From an optimization exercise on the open Yosys and OpenROAD flow, aimed at small area, a short achievable clock period and few clock cycles; shortcuts taken in it are not production practice. Where RTL was checked, it was by simulation tests only, not by an equivalence proof against the original. Power is estimated from default activity; no workload was simulated.

run C:
// zig_zag_traversal
module zig_zag_traversal (
    input clk,
    input reset,
    output reg done,
    input [5:0] ram_read_addr,
    output [7:0] ram_read_data,
    output [5:0] rom_addr,            
    input  [7:0] rom_data             
);
Settings: LEC_CHECK=0, CAP_MARGIN=20, CORE_MARGIN=2, CORE_UTILIZATION=40, CTS_CLUSTER_DIAMETER=100, CTS_CLUSTER_SIZE=30, SETUP_SLACK_MARGIN=3.0, SLEW_MARGIN=20, SYNTH_HIERARCHICAL=1, SYNTH_MINIMUM_KEEP_SIZE=0; clock period 7.5 ns.
run.sh (not shown) runs the stock make flow with config.mk's settings and CLKGATE_MAP_FILE= SYNTH_SCRIPT=/design/flow/synth_recipe.tcl, a recipe that flattens the netlist after the stock synthesis.
Testbench counts of run C, summed over its fixed seeds: cycles 12,096.
Relative to run C, the following input files were edited for run D:
==> flow/flow/run.sh (new file) <==
#!/bin/bash
# Own flow: the standard layout, with these changes:
# - after synthesis, the read multiplexer's first-level a22oi gates, which
#   Yosys's mapper gives drive strength 2, are set to drive strength 1
#   (each drives one gate next to it); timing repair sizes up what needs it;
# - the port buffers are buf_4 cells, not the slow delay-buffer cells that
#   buffer_ports picks by default;
# - timing repair may size a cell to any strength, not just to cells of the
#   same footprint.
set -euo pipefail
cd "$(dirname "$0")/.."
bash standard.sh synth > synth.log 2>&1
openroad -no_init -exit flow/resize.tcl > resize.log 2>&1
bash standard.sh "BUFFER_PORTS_ARGS=-buffer_cell sky130_fd_sc_hd__buf_4" \
  MATCH_CELL_FOOTPRINT=0 finish > layout.log 2>&1
==> flow/flow/resize.tcl (new file) <==
# Set the read multiplexer's first-level a22oi gates to drive strength 1.
set odb orfs/results/sky130hd/zig_zag_traversal/base/1_synth.odb
read_db $odb
set block [ord::get_db_block]
set db [ord::get_db]
set m1 [$db findMaster sky130_fd_sc_hd__a22oi_1]
set n 0
foreach inst [$block getInsts] {
  if {[[$inst getMaster] getName] ne "sky130_fd_sc_hd__a22oi_2"} { continue }
  set y [$inst findITerm Y]
  set net [$y getNet]
  if {$net eq "NULL"} { continue }
  if {[string match {lvl1*} [$net getName]]} {
    $inst swapMaster $m1
    incr n
  }
}
puts "resized $n a22oi gates to drive strength 1"
write_db $odb
==> flow/standard.sh (new file) <==
#!/bin/bash
# synth_recipe.tcl (not shown) runs the flow's synth.tcl, then flattens the netlist and writes it again
# the make line also repeats each setting of config.mk as NAME=value (left out here)
make -C /OpenROAD-flow-scripts/flow DESIGN_CONFIG=/design/flow/config.mk WORK_HOME=/design/flow/orfs CLKGATE_MAP_FILE= SYNTH_SCRIPT=/design/flow/synth_recipe.tcl "${@:-finish}"
removed: flow/run.sh
Share of final layout cell area taken by clock buffers and inverters: run C vs run D, no meaningful difference
On final setup slack of the worst path, run D does better than run C.
From run C to run D the numbers moved as follows: routed wire length picked up an extra about 8%, final area moved down, register fraction of the total cell area grew by 0.85 points, buffer count excluding the clock tree in the final layout +1, standard cell core area decreased 350 µm².
Comparing run C and run D, the higher worst hold slack was measured on run C.
Re share of the clock period used by the worst path after layout: run C and run D aren't equal, and the higher value belongs to run C.


Another version of the RTL of zig_zag_traversal (not shown whole).
Size in the first run: roughly 520 flip-flops, roughly 31 I/O pins, roughly 0.015 mm2 of cells after synthesis.
clock: 7.5 ns
lec_check: 0
cap_margin: 20
core_margin: 2
core_utilization: 40
slew_margin: 20
synth_hierarchical: 1
synth_minimum_keep_size: 0
Stock flow here: none of the scripts above is used.
Next try:
--- a/flow/config.mk
+++ b/flow/config.mk
@@ -9,4 +9,5 @@
 export CORE_MARGIN = 2
 export CORE_UTILIZATION = 40
+export SETUP_SLACK_MARGIN = 2.0
 export SLEW_MARGIN = 20
 export SYNTH_HIERARCHICAL = 1
=>
- The new run went through all stages and came out clean
- count of clock-buffer cells in the layout stays the same
- power is higher by 3.3%
- setup slack is better by 1.1 ns
- synthesized area stays the same
- critical path depth rose by 2
- wire length went up by 11%
- final area climbs by 3.9%
Next try:
--- a/flow/config.mk
+++ b/flow/config.mk
@@ -8,5 +8,7 @@
 export CAP_MARGIN = 20
 export CORE_MARGIN = 2
-export CORE_UTILIZATION = 40
+export CORE_UTILIZATION = 55
+export CTS_BUF_LIST = sky130_fd_sc_hd__clkbuf_8
+export CTS_CLUSTER_SIZE = 30
 export SETUP_SLACK_MARGIN = 2.0
 export SLEW_MARGIN = 20
=> The new run ran to the end with no violations. Cell area falls by 0.66%. Wire length came out lower by 3.0%. Power goes down by 2.1%.
Function was not checked in any run of this note: the RTL went through the layout flow alone.


zig_zag_traversal, a different RTL version from the one above (not shown whole).
For scale: roughly 990 cells after synthesis, ~31 I/O pins.
clock: 7.5 ns
lec_check: 0
cap_margin: 20
core_margin: 2
core_utilization: 40
cts_cluster_diameter: 100
cts_cluster_size: 30
setup_slack_margin: 2.5
slew_margin: 20
synth_hierarchical: 1
synth_minimum_keep_size: 0
standard.sh (not shown) runs the stock make flow with config.mk's settings and CLKGATE_MAP_FILE= SYNTH_SCRIPT=/design/flow/synth_recipe.tcl, a recipe that flattens the netlist after the stock synthesis.
==> flow/flow/run.sh <==
#!/bin/bash
# Own flow: the standard layout, with one change after synthesis.
# Yosys's mapper gives the first-level AND-OR gates of the read
# multiplexer (a22oi) drive strength 2; they drive a single nand3 next to
# them, so they are set back to drive strength 1 before floorplanning, and
# the layout's timing repair sizes up whatever needs it.
set -euo pipefail
cd "$(dirname "$0")/.."
bash standard.sh synth > synth.log 2>&1
openroad -no_init -exit flow/resize.tcl > resize.log 2>&1
bash standard.sh > layout.log 2>&1
==> flow/flow/resize.tcl <==
# Set the read multiplexer's first-level a22oi gates to drive strength 1.
set odb orfs/results/sky130hd/zig_zag_traversal/base/1_synth.odb
read_db $odb
set block [ord::get_db_block]
set db [ord::get_db]
set m1 [$db findMaster sky130_fd_sc_hd__a22oi_1]
set n 0
foreach inst [$block getInsts] {
  if {[[$inst getMaster] getName] ne "sky130_fd_sc_hd__a22oi_2"} { continue }
  set y [$inst findITerm Y]
  set net [$y getNet]
  if {$net eq "NULL"} { continue }
  if {[string match {lvl1*} [$net getName]]} {
    $inst swapMaster $m1
    incr n
  }
}
puts "resized $n a22oi gates to drive strength 1"
write_db $odb
Change:
==> flow/run.sh (new file) <==
#!/bin/bash
# synth_recipe.tcl (not shown) runs the flow's synth.tcl, then flattens the netlist and writes it again
# the make line also repeats each setting of config.mk as NAME=value (left out here)
make -C /OpenROAD-flow-scripts/flow DESIGN_CONFIG=/design/flow/config.mk WORK_HOME=/design/flow/orfs CLKGATE_MAP_FILE= SYNTH_SCRIPT=/design/flow/synth_recipe.tcl finish
removed: flow/flow/run.sh
removed: flow/flow/resize.tcl
removed: flow/standard.sh
Core utilization goes up by 1.1 points.
Clock power barely changes.
Flip-flop and latch count does not change.
Global-route usage drops by 0.27 points.
Area after synthesis climbs by 2.2%.
Worst setup slack improves by 0.074 ns.
Design area rose by 3.6%.
Clock skew fell by 0.0031 ns.
Cell count rises by 1.1%.
Hold slack gets better by 0.0044 ns.
Count of clock-buffer cells in the layout is unchanged.
No run of this note included a check of the RTL's function; only the layout flow was run.


old:
Another version of the RTL of zig_zag_traversal (not shown whole).
Size in the first run: about 960 cells after synthesis, roughly 14,000 µm² of cells after synthesis.
make LEC_CHECK=0 CAP_MARGIN=20 CORE_MARGIN=2 CORE_UTILIZATION=40 SETUP_SLACK_MARGIN=2.5 SLEW_MARGIN=20 SYNTH_HIERARCHICAL=1 SYNTH_MINIMUM_KEEP_SIZE=0 finish   # period 7.5 ns
run.sh (not shown) runs the stock make flow with config.mk's settings and CLKGATE_MAP_FILE= SYNTH_SCRIPT=/design/flow/synth_recipe.tcl, a recipe that flattens the netlist after the stock synthesis.
Stock flow here: none of the scripts above is used.
Testbench counts of old, summed over its fixed seeds: cycles 12,096.
> inputs changed (old -> new)
diff --git a/flow/config.mk b/flow/config.mk
--- a/flow/config.mk
+++ b/flow/config.mk
@@ -10,0 +11,2 @@
+export CTS_CLUSTER_DIAMETER = 100
+export CTS_CLUSTER_SIZE = 30
==> comparison <==
new: post-route worst hold slack higher than old. Time the worst path needs with I/O delays and setup on new is down relative to old. Looking only at cell area, and setting everything else aside, the lower value of new and old goes to new. Measured against each other, new and old differ in non-clock buffering overhead in the final layout, the lower figure coming from old. Share of the core filled with cells in the final layout (higher): old. On number of clock buffer instances in the layout: between new and old, it ends up higher for old. Re final-stage net count: new and old aren't equal, and the higher value belongs to old. Routed wire length for new: about 1.8% down relative to old. Setup skew after layout: new < old.


Setup of v57:
Another version of the RTL of zig_zag_traversal (not shown whole).
Size: roughly 990 cells after synthesis, roughly 31 I/O pins.
clock: 7.5 ns
lec_check: 0
cap_margin: 20
core_margin: 2
core_utilization: 55
cts_cluster_diameter: 100
cts_cluster_size: 30
setup_slack_margin: 3.0
slew_margin: 20
synth_hierarchical: 1
synth_minimum_keep_size: 0
standard.sh (not shown) runs the stock make flow with config.mk's settings and CLKGATE_MAP_FILE= SYNTH_SCRIPT=/design/flow/synth_recipe.tcl, a recipe that flattens the netlist after the stock synthesis.
==> flow/flow/run.sh <==
#!/bin/bash
# Own flow: the standard layout, with these changes:
# - after synthesis, the read multiplexer's first-level a22oi gates, which
#   Yosys's mapper gives drive strength 2, are set to drive strength 1
#   (each drives one gate next to it); timing repair sizes up what needs it;
# - the port buffers are buf_4 cells, not the slow delay-buffer cells that
#   buffer_ports picks by default;
# - timing repair may size a cell to any strength, not just to cells of the
#   same footprint.
set -euo pipefail
cd "$(dirname "$0")/.."
bash standard.sh synth > synth.log 2>&1
openroad -no_init -exit flow/resize.tcl > resize.log 2>&1
bash standard.sh "BUFFER_PORTS_ARGS=-buffer_cell sky130_fd_sc_hd__buf_4" \
  MATCH_CELL_FOOTPRINT=0 finish > layout.log 2>&1
==> flow/flow/resize.tcl <==
# Set the read multiplexer's first-level a22oi gates to drive strength 1.
set odb orfs/results/sky130hd/zig_zag_traversal/base/1_synth.odb
read_db $odb
set block [ord::get_db_block]
set db [ord::get_db]
set m1 [$db findMaster sky130_fd_sc_hd__a22oi_1]
set n 0
foreach inst [$block getInsts] {
  if {[[$inst getMaster] getName] ne "sky130_fd_sc_hd__a22oi_2"} { continue }
  set y [$inst findITerm Y]
  set net [$y getNet]
  if {$net eq "NULL"} { continue }
  if {[string match {lvl1*} [$net getName]]} {
    $inst swapMaster $m1
    incr n
  }
}
puts "resized $n a22oi gates to drive strength 1"
write_db $odb
Testbench counts of v57, summed over its fixed seeds: cycles 12,096.
Input changes introduced in v15 (baseline for comparison: v57):
diff --git a/flow/config.mk b/flow/config.mk
--- a/flow/config.mk
+++ b/flow/config.mk
@@ -10 +10 @@
-export CORE_UTILIZATION = 55
+export CORE_UTILIZATION = 65
[summary]
Diff v57..v15 | multi-input combinational cell count | unchanged
Diff v57 and v15: cell count lower in v15
Going from v57 to v15, total placed instance area lost 70 um^2; number of vias per cell after detailed routing rose 6.0%; proportion of power drawn by combinational gates shrank by 0.3 points; area used by multi-input combinational logic went down.
Between v57 and v15, utilization of the core after routing is higher for v15, v57 comes in under that.
On final worst setup slack, v57 loses to v15.
Compared to v57, the router laid down less metal wire for v15.
Diff v57..v15 | final critical-path share of the clock period | negligible
[inputs] v2 vs v15
diff --git a/flow/flow/run.sh b/flow/flow/run.sh
--- a/flow/flow/run.sh
+++ b/flow/flow/run.sh
@@ -3 +3 @@
-# - after synthesis, the read multiplexer's first-level a22oi gates, which
+# - after synthesis, the read multiplexer's a22oi gates, which
diff --git a/flow/flow/resize.tcl b/flow/flow/resize.tcl
--- a/flow/flow/resize.tcl
+++ b/flow/flow/resize.tcl
@@ -1 +1 @@
-# Set the read multiplexer's first-level a22oi gates to drive strength 1.
+# Set the read multiplexer's a22oi gates to drive strength 1.
@@ -13 +13 @@
-  if {[string match {lvl1*} [$net getName]]} {
+  if {[string match {lvl[12]*} [$net getName]]} {
==> comparison <==
- Comparing vias after detailed routing for v2 and v15, the bigger number came from v15.
- Looking at v2 and v15, the sequential cell count is a wash.
- Worst setup slack: v2 vs v15 down 0.022 ns
- Row global-route track usage on met3: v2 lower / v15 higher
- Looking at power, v2 sits 0.61% below v15.
- Taking v15 as the reference, in v2 core utilization -0.50 points; non-clock buffer count -4; area overhead of the layout relative to synthesis -0.21 points; cell area -about 1.3%; critical path depth -1.
- Die boundary width, v2 and v15: smaller value in v2

==> afterwards: timing with drivers on the ports <==
In the flow no input, the clock included, has a driving cell. The finished layouts below were timed again as built, in two steps. Step 1 (the two cells are an assumption about what drives the block):
set clk [get_ports {clk}]
set_driving_cell -lib_cell sky130_fd_sc_hd__clkbuf_16 $clk
set_driving_cell -lib_cell sky130_fd_sc_hd__buf_2 [delete_from_list [all_inputs] $clk]
Step 2 adds t to the input delays and takes it off the output delays; t is the mean of the earliest and latest rising clock arrival at the registers after step 1. Input paths then give back, and output paths get back, about the clock's delay inside the block. Three values: ideal, step 1, step 2; two values: the first two.
| run | t (ns) | setup slack, ns | hold WS [ns] | worst setup path at the end | clock arrival spread, ns |
|---|---|---|---|---|---|
| run C | 0.587 | 2.522 / 2.485 / 2.485 | 0.345 / 0.345 / 0.345 | input to output | 0.015 / 0.015 |
| run D | 0.586 | 2.620 / 2.551 / 2.551 | 0.334 / 0.334 / 0.334 | input to output | 0.030 / 0.030 |
| the first run of note 2 | 0.591 | 0.808 / 0.786 / 0.786 | 0.339 / 0.339 / 0.339 | input to output | 0.018 / 0.018 |
| the second run of note 2 | 0.605 | 1.888 / 1.844 / 1.844 | 0.322 / 0.322 / 0.322 | input to output | 0.042 / 0.042 |
| the third run of note 2 | 0.645 | 1.760 / 1.721 / 1.721 | 0.326 / 0.326 / 0.326 | input to output | 0.043 / 0.043 |
| the first run of note 3 | 0.593 | 2.397 / 2.348 / 2.348 | 0.342 / 0.342 / 0.342 | input to output | 0.019 / 0.020 |
| the second run of note 3 | 0.583 | 2.471 / 2.425 / 2.425 | 0.346 / 0.346 / 0.346 | input to output | 0.015 / 0.014 |
| old | 0.610 | 2.089 / 2.050 / 2.050 | 0.342 / 0.342 / 0.342 | input to output | 0.024 / 0.024 |
| new | 0.594 | 2.127 / 2.089 / 2.089 | 0.348 / 0.348 / 0.348 | input to output | 0.016 / 0.016 |
| v57 | 0.577 | 2.626 / 2.576 / 2.576 | 0.346 / 0.346 / 0.346 | input to output | 0.016 / 0.016 |
| v15 | 0.586 | 2.632 / 2.592 / 2.592 | 0.339 / 0.339 / 0.339 | input to output | 0.027 / 0.028 |
| v2 | 0.578 | 2.610 / 2.572 / 2.572 | 0.337 / 0.337 / 0.337 | input to output | 0.018 / 0.018 |
After both steps setup and hold are still met in every run listed. For run D, which loses most, drivers alone change the setup slack by -0.069 ns; drivers and shift together by -0.069 ns.
